What follows belongs to an exercise in optimizing a design on an open flow for small area and a short achievable clock period; a production flow would make more cautious choices. Function was checked by simulation only, so behaviour that the tests miss may differ from the original.

==> flow/design.v, too long to show whole: its modules and the start of the top module <==
// module sig_altmult_add: 2160 lines
module sig_altmult_add
(
	input signed [15:0] dataa, datab, datac, datad,
	input 		clock, aclr,
	output reg 	[32:0] result
);
  // ...
==> flow/flow/run.sh <==
#!/bin/bash
set -uo pipefail
here=$(pwd)
bash standard.sh "SYNTH_ARGS=-noabc" \
  "BUFFER_PORTS_ARGS=-buffer_cell sky130_fd_sc_hd__buf_1" \
  "POST_FLOORPLAN_TCL=$here/flow/upsize.tcl" finish > run_make.log 2>&1
status=$?
tail -20 run_make.log
exit $status
==> flow/flow/upsize.tcl <==
foreach inst [get_cells -quiet {a_r* c_r* m0_* m1_*}] {
  if {[get_property [get_lib_cells -of_objects $inst] name] == "sky130_fd_sc_hd__dfxtp_1"} {
    replace_cell $inst sky130_fd_sc_hd__dfxtp_2
  }
}
==> flow/standard.sh <==
#!/bin/bash
# synth_recipe.tcl (not shown) runs the flow's synth.tcl, then flattens the netlist and writes it again
# the make line also repeats each setting of config.mk as NAME=value (left out here)
make -C /OpenROAD-flow-scripts/flow DESIGN_CONFIG=/design/flow/config.mk WORK_HOME=/design/flow/orfs CLKGATE_MAP_FILE= SYNTH_SCRIPT=/design/flow/synth_recipe.tcl "${@:-finish}"
==> flow/config.mk <==
export PLATFORM = sky130hd
export DESIGN_NAME = sig_altmult_add
export DESIGN_NICKNAME = sig_altmult_add
export VERILOG_FILES = /design/flow/design.v
export SDC_FILE = /design/flow/constraint.sdc
export NUM_CORES = 4
export LEC_CHECK = 0
export CAP_MARGIN = 20
export CORE_MARGIN = 2
export CORE_UTILIZATION = 40
export SETUP_SLACK_MARGIN = 3.95
export SLEW_MARGIN = 20
==> flow/constraint.sdc <==
create_clock -name core_clock -period 7.0 [get_ports {clock}]
set_input_delay 1.4000 -clock core_clock [delete_from_list [all_inputs] [get_ports {clock}]]
set_output_delay 1.4000 -clock core_clock [all_outputs]
set_load 0.01 [all_outputs]
==> results.json, run 1 <==
{
  "run_status": "complete, no violations",
  "root_buffer": "clkbuf_16",
  "synth_cell_type_count": 54,
  "synthTopCellsByArea": "dfxtp_1 (25%), fa_1 (25%), xnor2_1 (17%), a22oi_1 (11%), ha_1 (4.7%)",
  "cap_viol_max_count": 0,
  "layout.nonclk_buf_frac": 0.0260,
  "synthCells": 1511,
  "num_tap_cells": 525,
  "yosysTopAreaCellShare": 0.252,
  "dr_wl_met2_mm": 19.4,
  "hold_start": "v2",
  "multiInputGateArea_um2": 11800,
  "clock_sinks": 208,
  "finalMaxSlewViolations": 0,
  "regArea_um2": 4450,
  "post-route-drc-count": 0,
  "cts_tree": "done",
  "hold_path_class": "reg2reg",
  "grt_setup_unrepaired": "yes",
  "ys_top_cells_by_count": "xnor2_1 (311), a22oi_1 (240), dfxtp_1 (205)",
  "regToRegEndpoint": "s_r[19]",
  "reg2reg_depth": 11,
  "synth_area_per_cell_um2": 10.8,
  "dp_slack_ns": 3.72,
  "buffers": 112,
  "met1_usage": 0.304,
  "hold_violations": 0,
  "worstSkewPairLatency_ns": 0.53,
  "syn-num-nets": 1841
}
==> run 2, diff against run 1 <==
==> flow/flow/upsize.tcl (replaced) <==
foreach inst [get_cells -quiet {a_r* c_r* m0_* m1_*}] {
  if {[get_property [get_lib_cells -of_objects $inst] name] == "sky130_fd_sc_hd__dfxtp_1"} {
    replace_cell $inst sky130_fd_sc_hd__dfxtp_4
  }
}
--- a/flow/config.mk
+++ b/flow/config.mk
@@ -10,3 +10,6 @@
 export CORE_UTILIZATION = 40
-export SETUP_SLACK_MARGIN = 3.95
+export CTS_BUF_LIST = sky130_fd_sc_hd__clkbuf_8
+export CTS_CLUSTER_DIAMETER = 60
+export CTS_CLUSTER_SIZE = 16
+export SETUP_SLACK_MARGIN = 4.05
 export SLEW_MARGIN = 20
==> results.json, run 2 <==
{
  "postCtsHoldBufs": 0,
  "fin_skew_ns": 0.0282,
  "nets": 1910,
  "die_w_um": 206,
  "root_buffer": "clkbuf_8",
  "io_buffers": 98,
  "grt_pass1_wl_mm": 70.5,
  "fin_crit_sh": 0.440,
  "critPathArrivalTime_ns": 3.59,
  "syn-num-nets": 1841,
  "top_register": "t_r",
  "cts_tree": "done",
  "grt_start_max_net_pins": 19,
  "synth_cell_type_count": 54,
  "die_h_um": 206,
  "yosysTopAreaCellShare": 0.252,
  "crit_path_top_delay_cell": "fa_1",
  "synth_area_per_cell_um2": 10.8,
  "run_status": "complete, no violations",
  "synthTopCellsByArea": "dfxtp_1 (25%), fa_1 (25%), xnor2_1 (17%), a22oi_1 (11%), ha_1 (4.7%)",
  "syn_area_um2": 16300,
  "hold_violations": 0,
  "worstSkewPairLatency_ns": 0.58,
  "htree_levels": 1,
  "ant_nets": 0,
  "rows": 73,
  "post-route-drc-count": 0,
  "grt_setup_unrepaired": "yes",
  "critical_path_buf_inv_count": 0,
  "worstPathRequired_ns": 7.51,
  "hold_path_class": "reg2reg",
  "cp_cell_sequence": "fa_1 -> xnor2_1 -> xnor2_1 -> ha_4 -> a21o_1 -> a211o_1 -> a31oi_4 -> nand2b_4 -> a31oi_4 -> or4b_1 -> nand4b_1",
  "grt_overflow_total": 0,
  "core_um2": 40000,
  "io_pins": 99,
  "routed_wl_mm": 46.4,
  "min_period_ns": 3.08,
  "ys_async_sr_fraction": 0.0144,
  "r2r-start": "t_r[47]",
  "synth.most_common_cell": "xnor2_1",
  "crit_type": "reg2reg",
  "end_kind": "flop",
  "synth_ff_type": "dfxtp_1",
  "setup_violations": 0,
  "fmax_mhz": 325,
  "antenna_found_initial": 0,
  "drive_above_1_share": 0.218,
  "synth_warnings": 1,
  "cap_viol_max_count": 0,
  "most-common-layout-cells": "xnor2_1 (302), a22oi_1 (229), fa_1 (182)",
  "synth-seq-cells": 208,
  "fin_setup_tns_ns": 0,
  "ys_seq_area_frac": 0.256,
  "largest_register_ffs": 92,
  "regToRegEndpoint": "s_r[26]",
  "ys_top_cells_by_count": "xnor2_1 (311), a22oi_1 (240), dfxtp_1 (205)",
  "grt_pass1_vias": 11700,
  "diodes": 0,
  "reg2reg_depth": 11,
  "final_common_cell": "xnor2_1",
  "ff2ff_setup_slack_ns": 3.92,
  "syn2layout_area_growth_pct": 16.5,
  "cts.clk_slew.worst_paths_ns": 0.09,
  "crit_fanout": 3,
  "hpwlAfterDp_mm": 32.3,
  "gp_congestion": 0.895,
  "synth-edff-count": 0,
  "wl_per_cell_um": 21.9,
  "clock_sinks": 208,
  "dieArea_um2": 42400,
  "vias": 11600,
  "drtIter0Drc": 1325,
  "startpoint_type": "flop",
  "dr.pass1.iters": 8,
  "synth_top_area_cell": "dfxtp_1",
  "start_util": 0.407,
  "hold_start": "v2",
  "routed_via_density": 5.49,
  "finalMaxSlewViolations": 0,
  "cp_top_family": "adder cells",
  "cts_made_buffers": 22,
  "utilization": 0.475,
  "whs_endpoint": "v3",
  "synthCells": 1511,
  "grt_usage": 0.216,
  "reg_top3": "t_r (92), s_r (33)",
  "cts_buffer_depth": 3,
  "critPathMaxStageDelay_ns": 0.50,
  "min_path_cells": 0
}
-- run 2: worst register-to-register path: cells and delay by family, from the launching register on --
kind                       cells  cell delay, ns
adders and majority gates      2            0.76
AOI/OAI and AO/OA              4            0.76
DFF                            1            0.33
xor gates and xnor gates       2            0.42
and+or+nand+nor                3            0.76
-- run 2: worst max-delay path by stage --
| stage | cells past startpoint | slack [ns] | startpoint | end |
|---|---|---|---|---|
| after floorplan | 12 | 4.00 | t_r[52] | s_r[26] |
| after global placement | 12 | 3.85 | t_r[43] | s_r[26] |
| after detailed placement | 10 | 3.78 | t_r[6] | s_r[21] |
| after CTS | 11 | 3.85 | t_r[49] | s_r[26] |
| after global routing | 11 | 3.82 | t_r[47] | s_r[26] |
| final | 11 | 3.92 | t_r[47] | s_r[26] |
-- run 2: kinds of logic after synthesis --
group / count (synthesis) / share of synthesized area
xor+xnor: 367 / 0.198
compound gates: 313 / 0.141
fa+ha+maj: 294 / 0.315
flops: 208 / 0.256
buf+inv: 199 / 0.0458
simple gates: 129 / 0.0437
other cells: 1 / 0.000230
-- run 2: area by class of cell --
class                      count  area (µm²)
timing repair buffer         190        1310
multi-input combinational   1104       11800
clock inverter                14         159
tap                          525         657
fill                        3705       21000
sequential                   208        4490
clock buffer                  25         344
inverter                      54         203
-- run 2: timing repair --
action,CTS,global route
buffers inserted,16,75
resized for setup,66,80
setup endpoints to repair,48,57
pin swaps,32,29
gates cloned,1,0
-- run 2: through the flow --
stage	setup WS, ns	area [µm²]	cells	hold slack, ns
finish	3.92	19000	2120	0.364
global route	3.82	19000	2120	0.372
CTS	3.85	18100	2045	0.370
detailed placement	3.78	17200	1989	0.351
global placement	3.85	17200	1989	0.332
floorplan	4.00	16500	1511	0.331
-- run 2: routing by layer --
layer	part of all wire	routed length, µm	vias up	track usage
met4	0.032	1500	0	0.0615
met2	0.45	20900	578	0.337
met5	0	0	-	0
met3	0.089	4140	116	0.0424
met1	0.43	19800	5760	0.305
li1	-	-	5189	-
==> run 3, diff against run 2 <==
--- a/flow/config.mk
+++ b/flow/config.mk
@@ -13,3 +13,4 @@
 export CTS_CLUSTER_SIZE = 16
-export SETUP_SLACK_MARGIN = 4.05
+export SETUP_SLACK_MARGIN = 3.95
 export SLEW_MARGIN = 20
+export TNS_END_PERCENT = 10
==> results.json, run 3 <==
{
  "cap_viol_max_count": 0,
  "rows": 73,
  "finalMaxSlewViolations": 0,
  "ys_top_cells_by_count": "xnor2_1 (311), a22oi_1 (240), dfxtp_1 (205)",
  "io_pins": 99,
  "routed_via_density": 5.49,
  "synth-seq-cells": 208,
  "grt_start_max_net_pins": 34,
  "reg_top3": "t_r (92), s_r (33)",
  "synth_top_area_cell": "dfxtp_1",
  "hpwlAfterDp_mm": 32.1,
  "worstSkewPairLatency_ns": 0.57,
  "synth.most_common_cell": "xnor2_1",
  "diodes": 0,
  "vias": 11200,
  "syn-num-nets": 1841,
  "gp_congestion": 0.904,
  "root_buffer": "clkbuf_8",
  "worstPathRequired_ns": 7.47,
  "setup_violations": 0,
  "crit_type": "reg2reg",
  "dieArea_um2": 42400,
  "synthCells": 1511,
  "crit_fanout": 5,
  "synthTopCellsByArea": "dfxtp_1 (25%), fa_1 (25%), xnor2_1 (17%), a22oi_1 (11%), ha_1 (4.7%)",
  "drtIter0Drc": 1183,
  "largest_register_ffs": 92,
  "final.setup.worst_slack_ns": 3.85,
  "ant_nets": 0,
  "ys_async_sr_fraction": 0.0144,
  "most-common-layout-cells": "xnor2_1 (301), a22oi_1 (240), fa_1 (203)",
  "hold_violations": 0,
  "multiInputGateArea_um2": 11600,
  "cts_buffer_depth": 3,
  "die_w_um": 206,
  "clock_sinks": 208,
  "critPathArrivalTime_ns": 3.62,
  "fmax_mhz": 318,
  "synth_area_per_cell_um2": 10.8,
  "fin_setup_tns_ns": 0,
  "min_period_ns": 3.15,
  "antenna_found_initial": 0,
  "fin_skew_ns": 0.0244,
  "end_kind": "flop",
  "start_util": 0.407,
  "htree_levels": 1,
  "core_um2": 40000,
  "cts_made_buffers": 21,
  "utilization": 0.447,
  "grt_pass1_wl_mm": 68.0,
  "cts_tree": "done",
  "startpoint_type": "flop",
  "wl_per_cell_um": 21.4,
  "synth_warnings": 1,
  "grt_overflow_total": 0,
  "run_status": "complete, no violations",
  "dr.pass1.iters": 6,
  "cts.clk_slew.worst_paths_ns": 0.10,
  "die_h_um": 206,
  "syn_area_um2": 16300,
  "fin_crit_sh": 0.450,
  "regArea_um2": 4490,
  "fillers": 3785,
  "synth-edff-count": 0,
  "grt_pass1_vias": 11400,
  "drive_above_1_share": 0.114,
  "grt_usage": 0.208,
  "dp_slack_ns": 3.68,
  "whs_ns": 0.358,
  "synth_cell_type_count": 54,
  "routed_wl_mm": 43.4,
  "hold_path_class": "reg2reg",
  "io_buffers": 98,
  "syn2layout_area_growth_pct": 9.60,
  "yosysTopAreaCellShare": 0.252,
  "top_register": "t_r",
  "ys_seq_area_frac": 0.256,
  "grt_setup_unrepaired": "yes",
  "synth_ff_type": "dfxtp_1",
  "final_common_cell": "xnor2_1",
  "nets": 1825,
  "post-route-drc-count": 0
}
[run 3: per-stage QoR]
| step | area, µm² | cells |
|---|---|---|
| 2_1_floorplan | 16300 | 1511 |
| 3_3_place_gp | 17100 | 1989 |
| 3_5_place_dp | 17100 | 1989 |
| 4_1_cts | 17800 | 2033 |
| 5_1_grt | 17900 | 2033 |
| 6_report | 17900 | 2033 |
[run 3: worst max-delay path, stage by stage, from the launching register on]
cell	delay, ns
dfxtp_2	0.32
ha_2	0.19
maj3_2	0.35
xnor2_2	0.21
xnor2_2	0.15
ha_4	0.24
and4_1	0.19
a221o_2	0.42
o21a_1	0.24
o21a_4	0.24
or4_1	0.40
o311ai_1	0.10
[run 3: final timing paths]
check                           depth (start not counted)  slack, ns       to    start
worst max-delay path                                   11       3.85  s_r[19]  t_r[30]
worst min-delay path                                    0       0.36       v3       v2
worst max register to register                         11       3.85  s_r[19]  t_r[30]
worst min register to register                          0       0.36       v3       v2
max in group asynchronous                               2       6.21       v3     aclr
min in group asynchronous                               2       0.65       v2     aclr
[run 3: cell families (layout without fill, tap and decap cells)]
logic type               count (synthesis)  after routing  share of synthesized area
buffers and inverters                  199            196                     0.0458
AO/OA/AOI/OAI                          313            313                      0.141
AND/OR/NAND/NOR                        129            129                     0.0437
XOR/XNOR                               367            367                      0.198
adder cells (fa/ha/maj)                294            294                      0.315
flip-flops                             208            208                      0.256
other                                    1              1                   0.000230
[run 3: area by class of cell]
| cell class | count | share of cell area |
|---|---|---|
| flip-flops and latches | 208 | 0.251 |
| well taps | 525 | 0.0368 |
| repair buffers | 106 | 0.0239 |
| inverters | 54 | 0.0113 |
| clock inverters | 14 | 0.00952 |
| clock buffers | 22 | 0.0169 |
| multi-input cells | 1104 | 0.650 |
[run 3: per-layer routing]
| metal | track usage | routed length (µm) | part of all wire | vias up |
|---|---|---|---|---|
| li1 | - | - | - | 5025 |
| met1 | 0.300 | 19600 | 0.45 | 5608 |
| met4 | 0.0503 | 751 | 0.017 | 0 |
| met3 | 0.0410 | 3860 | 0.089 | 57 |
| met2 | 0.321 | 19300 | 0.44 | 475 |
| met5 | 0 | 0 | 0 | - |
[run 3: repair_timing]
| item | CTS | global route |
|---|---|---|
| endpoints found under the setup margin | 46 | 21 |
| buffers inserted | 8 | 0 |
| resized for setup | 26 | 19 |
| hold buffers | 0 | 0 |
| pin swaps | 25 | 8 |
==> run 4, diff against run 3 <==
--- a/flow/config.mk
+++ b/flow/config.mk
@@ -15,2 +15,2 @@
 export SLEW_MARGIN = 20
-export TNS_END_PERCENT = 10
+export TNS_END_PERCENT = 30
==> results.json, run 4 <==
{
  "run_status": "complete, no violations",
  "syn_area_um2": 16300,
  "synth_top_area_cell": "dfxtp_1",
  "io_pins": 99,
  "root_buffer": "clkbuf_8",
  "dr.pass1.iters": 5,
  "drtIter0Drc": 1140,
  "end_kind": "flop",
  "synthTopCellsByArea": "dfxtp_1 (25%), fa_1 (25%), xnor2_1 (17%), a22oi_1 (11%), ha_1 (4.7%)",
  "ant_nets": 0,
  "grt_pass1_vias": 11500,
  "r2r-start": "t_r[47]",
  "antenna_found_initial": 0,
  "grt_start_max_net_pins": 34,
  "ys_async_sr_fraction": 0.0144,
  "synth.most_common_cell": "xnor2_1",
  "hold_violations": 0,
  "ff2ff_setup_slack_ns": 3.89,
  "drive_above_1_share": 0.117,
  "reg_top3": "t_r (92), s_r (33)",
  "worstPathRequired_ns": 7.51,
  "grt_pass1_wl_mm": 68.4,
  "synth_area_per_cell_um2": 10.8,
  "finalMaxSlewViolations": 0,
  "diodes": 0,
  "vias": 11200,
  "most-common-layout-cells": "xnor2_1 (300), a22oi_1 (240), fa_1 (203)",
  "syn-num-nets": 1841,
  "fin_skew_ns": 0.0229,
  "wl_per_cell_um": 21.5,
  "nets": 1827,
  "synth-edff-count": 0,
  "synth-seq-cells": 208,
  "min_path_cells": 0,
  "clock_sinks": 208,
  "grt_overflow_total": 0,
  "setup_violations": 0,
  "cts_buffer_depth": 3,
  "fmax_mhz": 322,
  "routed_wl_mm": 43.7,
  "yosysTopAreaCellShare": 0.252,
  "gp_congestion": 0.908,
  "synth_cell_type_count": 54,
  "synth_warnings": 1,
  "hpwlAfterDp_mm": 32.2,
  "cts.clk_slew.worst_paths_ns": 0.10,
  "startpoint_type": "flop",
  "post-route-drc-count": 0,
  "min_period_ns": 3.11,
  "regToRegEndpoint": "s_r[26]",
  "core_um2": 40000,
  "largest_register_ffs": 92,
  "hold_path_class": "reg2reg",
  "reg2reg_depth": 11,
  "start_util": 0.407,
  "cts_tree": "done",
  "routed_via_density": 5.51,
  "cap_viol_max_count": 0,
  "fin_crit_sh": 0.444,
  "final_common_cell": "xnor2_1",
  "worstSkewPairLatency_ns": 0.56,
  "fin_setup_tns_ns": 0,
  "top_register": "t_r",
  "crit_type": "reg2reg",
  "synthCells": 1511,
  "grt_usage": 0.209,
  "synth_ff_type": "dfxtp_1",
  "rows": 73,
  "critPathArrivalTime_ns": 3.61,
  "htree_levels": 1,
  "postCtsHoldBufs": 0,
  "io_buffers": 98,
  "cts_made_buffers": 21,
  "syn2layout_area_growth_pct": 9.56,
  "crit_fanout": 3,
  "dieArea_um2": 42400,
  "ys_top_cells_by_count": "xnor2_1 (311), a22oi_1 (240), dfxtp_1 (205)",
  "whs_ns": 0.357,
  "die_w_um": 206,
  "die_h_um": 206,
  "hold_start": "v1",
  "grt_setup_unrepaired": "yes",
  "whs_endpoint": "v2",
  "ys_seq_area_frac": 0.256
}
[run 4: cell counts after synthesis]
Identical to the previous run, type by type.
[run 4: repair_timing]
action,4_1_cts,5_1_grt
resized for setup,27,22
pin swaps,22,27
endpoints found under the setup margin,45,19
buffers inserted,7,3
[run 4: metrics by stage]
step / utilization / worst slack, ns / cell area, µm² / cells
6_report: 0.446 / 3.89 / 17900 / 2035
5_1_grt: 0.446 / 3.80 / 17900 / 2035
4_1_cts: 0.443 / 3.83 / 17700 / 2032
3_5_place_dp: 0.427 / 3.66 / 17100 / 1989
3_3_place_gp: 0.427 / 3.73 / 17100 / 1989
2_1_floorplan: - / 3.91 / 16300 / 1511
[run 4: cell type report]
class,count,area [µm²]
Inverter,54,203
Tap cell,525,657
Timing Repair Buffer,108,447
Clock inverter,13,114
Sequential cell,208,4490
Multi-Input combinational cell,1104,11600
Fill cell,3822,22100
Clock buffer,23,317
[run 4: cells by family after synthesis]
family | count (synthesis) | share of synthesized area
AO/OA/AOI/OAI | 313 | 0.141
XOR/XNOR | 367 | 0.198
adder cells (fa/ha/maj) | 294 | 0.315
buffers and inverters | 199 | 0.0458
flip-flops | 208 | 0.256
other | 1 | 0.000230
AND/OR/NAND/NOR | 129 | 0.0437
[run 4: worst max-delay path by stage]
stage | from | end | cells after the start
2_1_floorplan | t_r[52] | s_r[26] | 12
4_1_cts | t_r[53] | s_r[26] | 13
3_5_place_dp | t_r[52] | s_r[26] | 12
3_3_place_gp | t_r[52] | s_r[26] | 12
6_report | t_r[47] | s_r[26] | 11
5_1_grt | t_r[53] | s_r[26] | 13
[run 4: critical path, cell delays in order (launching register included)]
cell and delay (ns):
dfxtp_1 0.33, fa_1 0.52, xnor2_1 0.16, xnor2_1 0.26, ha_4 0.26, a21o_1 0.16, a211o_1 0.32, a31oi_4 0.22
nand2b_4 0.17, a31oi_4 0.09, or4b_4 0.48, nand4b_1 0.09
[run 4: layer usage]
| layer | global-route usage | share of wire | up-vias |
|---|---|---|---|
| met4 | 0.0584 | 0.023 | 0 |
| met3 | 0.0394 | 0.084 | 75 |
| li1 | - | - | 5031 |
| met2 | 0.319 | 0.43 | 512 |
| met5 | 0 | 0 | - |
| met1 | 0.302 | 0.46 | 5593 |
==> run 5, diff against run 4 <==
--- a/flow/config.mk
+++ b/flow/config.mk
@@ -15,2 +15 @@
 export SLEW_MARGIN = 20
-export TNS_END_PERCENT = 30
==> results.json, run 5 <==
{
  "ys_seq_area_frac": 0.256,
  "crit_fanout": 3,
  "placed_cell_area_um2": 17100,
  "startpoint": "t_r[49]",
  "finalMaxSlewViolations": 0,
  "syn_area_um2": 16300,
  "clock_sinks": 208,
  "crit_type": "reg2reg",
  "worstPathRequired_ns": 7.51,
  "top_register": "t_r",
  "rows": 73,
  "wl_per_cell_um": 21.6,
  "post-route-drc-count": 0,
  "fin_crit_sh": 0.436,
  "cts.clk_slew.worst_paths_ns": 0.10,
  "synth-edff-count": 0,
  "fin_skew_ns": 0.0417,
  "ys_async_sr_fraction": 0.0144,
  "yosysTopAreaCellShare": 0.252,
  "diodes": 0,
  "min_path_cells": 0,
  "syn2layout_area_growth_pct": 10.9,
  "crit_path_top_delay_cell": "fa_1",
  "syn-num-nets": 1841,
  "synth_area_per_cell_um2": 10.8,
  "grt_pass1_wl_mm": 68.5,
  "design_area_um2": 18100,
  "drtIter0Drc": 1347,
  "cts_buffer_depth": 3,
  "grt_pass1_vias": 11500,
  "routed_via_density": 5.51,
  "root_buffer": "clkbuf_8",
  "synth_warnings": 1,
  "ant_nets": 0,
  "dieArea_um2": 42400,
  "largest_register_ffs": 92,
  "io_buffers": 98,
  "routed_wl_mm": 44.2,
  "grt_usage": 0.210,
  "min_period_ns": 3.05,
  "grt_overflow_total": 0,
  "cp_top_family": "adder cells",
  "critPathMaxStageDelay_ns": 0.51,
  "cap_viol_max_count": 0,
  "die_h_um": 206,
  "core_um2": 40000,
  "cp_cell_sequence": "fa_1 -> xnor2_1 -> xnor2_1 -> ha_4 -> a21o_1 -> a211o_1 -> a31oi_4 -> nand2b_4 -> a31oi_4 -> or4b_1 -> nand4b_1",
  "most-common-layout-cells": "xnor2_1 (298), a22oi_1 (240), fa_1 (203)",
  "antenna_found_initial": 0,
  "final_common_cell": "xnor2_1",
  "drive_above_1_share": 0.135,
  "reg2reg_depth": 11,
  "worstSkewPairLatency_ns": 0.58,
  "end_kind": "flop",
  "nets": 1841,
  "hpwlAfterDp_mm": 32.1,
  "ff2ff_setup_slack_ns": 3.95,
  "startpoint_type": "flop",
  "synth_cell_type_count": 54,
  "grt_setup_unrepaired": "yes",
  "ys_top_cells_by_count": "xnor2_1 (311), a22oi_1 (240), dfxtp_1 (205)",
  "run_status": "complete, no violations",
  "reg_top3": "t_r (92), s_r (33)",
  "vias": 11300,
  "synthTopCellsByArea": "dfxtp_1 (25%), fa_1 (25%), xnor2_1 (17%), a22oi_1 (11%), ha_1 (4.7%)",
  "hold_start": "v1",
  "synth-seq-cells": 208,
  "critical_path_buf_inv_count": 0,
  "io_pins": 99,
  "regToRegEndpoint": "s_r[26]",
  "hold_path_class": "reg2reg",
  "synth_ff_type": "dfxtp_1",
  "fillers": 3759,
  "synthCells": 1511,
  "cts_made_buffers": 21,
  "postCtsHoldBufs": 0,
  "hold_violations": 0,
  "die_w_um": 206,
  "r2r-start": "t_r[49]",
  "fin_setup_tns_ns": 0,
  "start_util": 0.407,
  "whs_endpoint": "v2",
  "synth.most_common_cell": "xnor2_1",
  "dr.pass1.iters": 6,
  "fmax_mhz": 328,
  "htree_levels": 1,
  "cts_tree": "done",
  "setup_violations": 0,
  "critPathArrivalTime_ns": 3.56,
  "synth_top_area_cell": "dfxtp_1",
  "gp_congestion": 0.881,
  "grt_start_max_net_pins": 34
}
-- run 5: cell counts after synthesis --
Identical to the previous run, type by type.
-- run 5: final cells by class --
| type | count | area (µm²) | area share |
|---|---|---|---|
| Tap cell | 525 | 657 | 0.0363 |
| Timing Repair Buffer | 122 | 552 | 0.0305 |
| Sequential cell | 208 | 4490 | 0.248 |
| Multi-Input combinational cell | 1104 | 11700 | 0.649 |
| Clock buffer | 25 | 344 | 0.0190 |
| Clock inverter | 11 | 104 | 0.00574 |
| Inverter | 54 | 203 | 0.0112 |
-- run 5: repair_timing --
item                                    in CTS  in global routing
endpoints found under the setup margin      43                 29
pin swaps                                   20                 15
buffers inserted                            16                  8
resized for setup                           36                 29
-- run 5: how the worst max path moves through the flow --
| stage | to | depth (start not counted) |
|---|---|---|
| floorplan | t_r[46] | 7 |
| CTS | s_r[19] | 11 |
| finish | s_r[26] | 11 |
| global placement | s_r[21] | 11 |
| global route | s_r[26] | 11 |
| detailed placement | s_r[21] | 11 |
-- run 5: kinds of logic after synthesis --
family                     share of synthesized area
and+or+nand+nor                               0.0437
adders and majority gates                      0.315
buffers and inverters                         0.0458
other                                       0.000230
AOI/OAI and AO/OA                              0.141
xor gates and xnor gates                       0.198
DFF                                            0.256
-- run 5: metal layers --
metal  wire, µm  part of all wire  global-route usage
met2      19300              0.44               0.320
met5          0                 0                   0
met3       4220             0.095              0.0509
met4       1030             0.023              0.0566
met1      19700              0.44               0.299
-- run 5: worst register-to-register path, delay by kind of cell, from the launching register on --
kind	cells	cell delay [ns]
DFF	1	0.33
xor gates and xnor gates	2	0.42
AOI/OAI and AO/OA	4	0.76
and+or+nand+nor	3	0.72
adders and majority gates	2	0.77
-- run 5: per-stage QoR --
step	hold WS [ns]	std cells	utilization	setup slack, ns
2_1_floorplan	0.331	1511	-	3.92
3_3_place_gp	0.334	1989	0.428	3.79
3_5_place_dp	0.336	1989	0.428	3.72
4_1_cts	0.355	2041	0.446	3.92
5_1_grt	0.361	2049	0.452	3.79
6_report	0.351	2049	0.452	3.95

==> what the ideal ports hide <==
In the flow no input, the clock included, has a driving cell. The finished layouts below were timed again as built, in two steps.
Step 1 sets driving cells, clkbuf_16 on the clock port and buf_2 on the other inputs (assumed; they add their load-dependent delay and slew).
Step 2 adds t to the input delays and takes it off the output delays; t is the mean of the earliest and latest rising clock arrival at the registers after step 1. Input paths then give back, and output paths get back, about the clock's delay inside the block.
Slacks: ideal / step 1 / step 2; pairs: ideal / step 1.
run | shift t [ns] | setup WS [ns] | worst setup path at the end | latest minus earliest clock arrival (ns) | cell pins on the clock port's net
run 1 | 0.571 | 3.942 / 3.942 / 3.942 | register to register | 0.013 / 0.013 | 1
run 2 | 0.610 | 3.919 / 3.919 / 3.919 | register to register | 0.029 / 0.028 | 1
run 3 | 0.606 | 3.851 / 3.851 / 3.851 | register to register | 0.025 / 0.024 | 1
run 4 | 0.598 | 3.894 / 3.894 / 3.894 | register to register | 0.024 / 0.024 | 1
run 5 | 0.611 | 3.950 / 3.909 / 3.950 | register to register | 0.043 / 0.043 | 1
After both steps setup and hold are still met in every run listed.
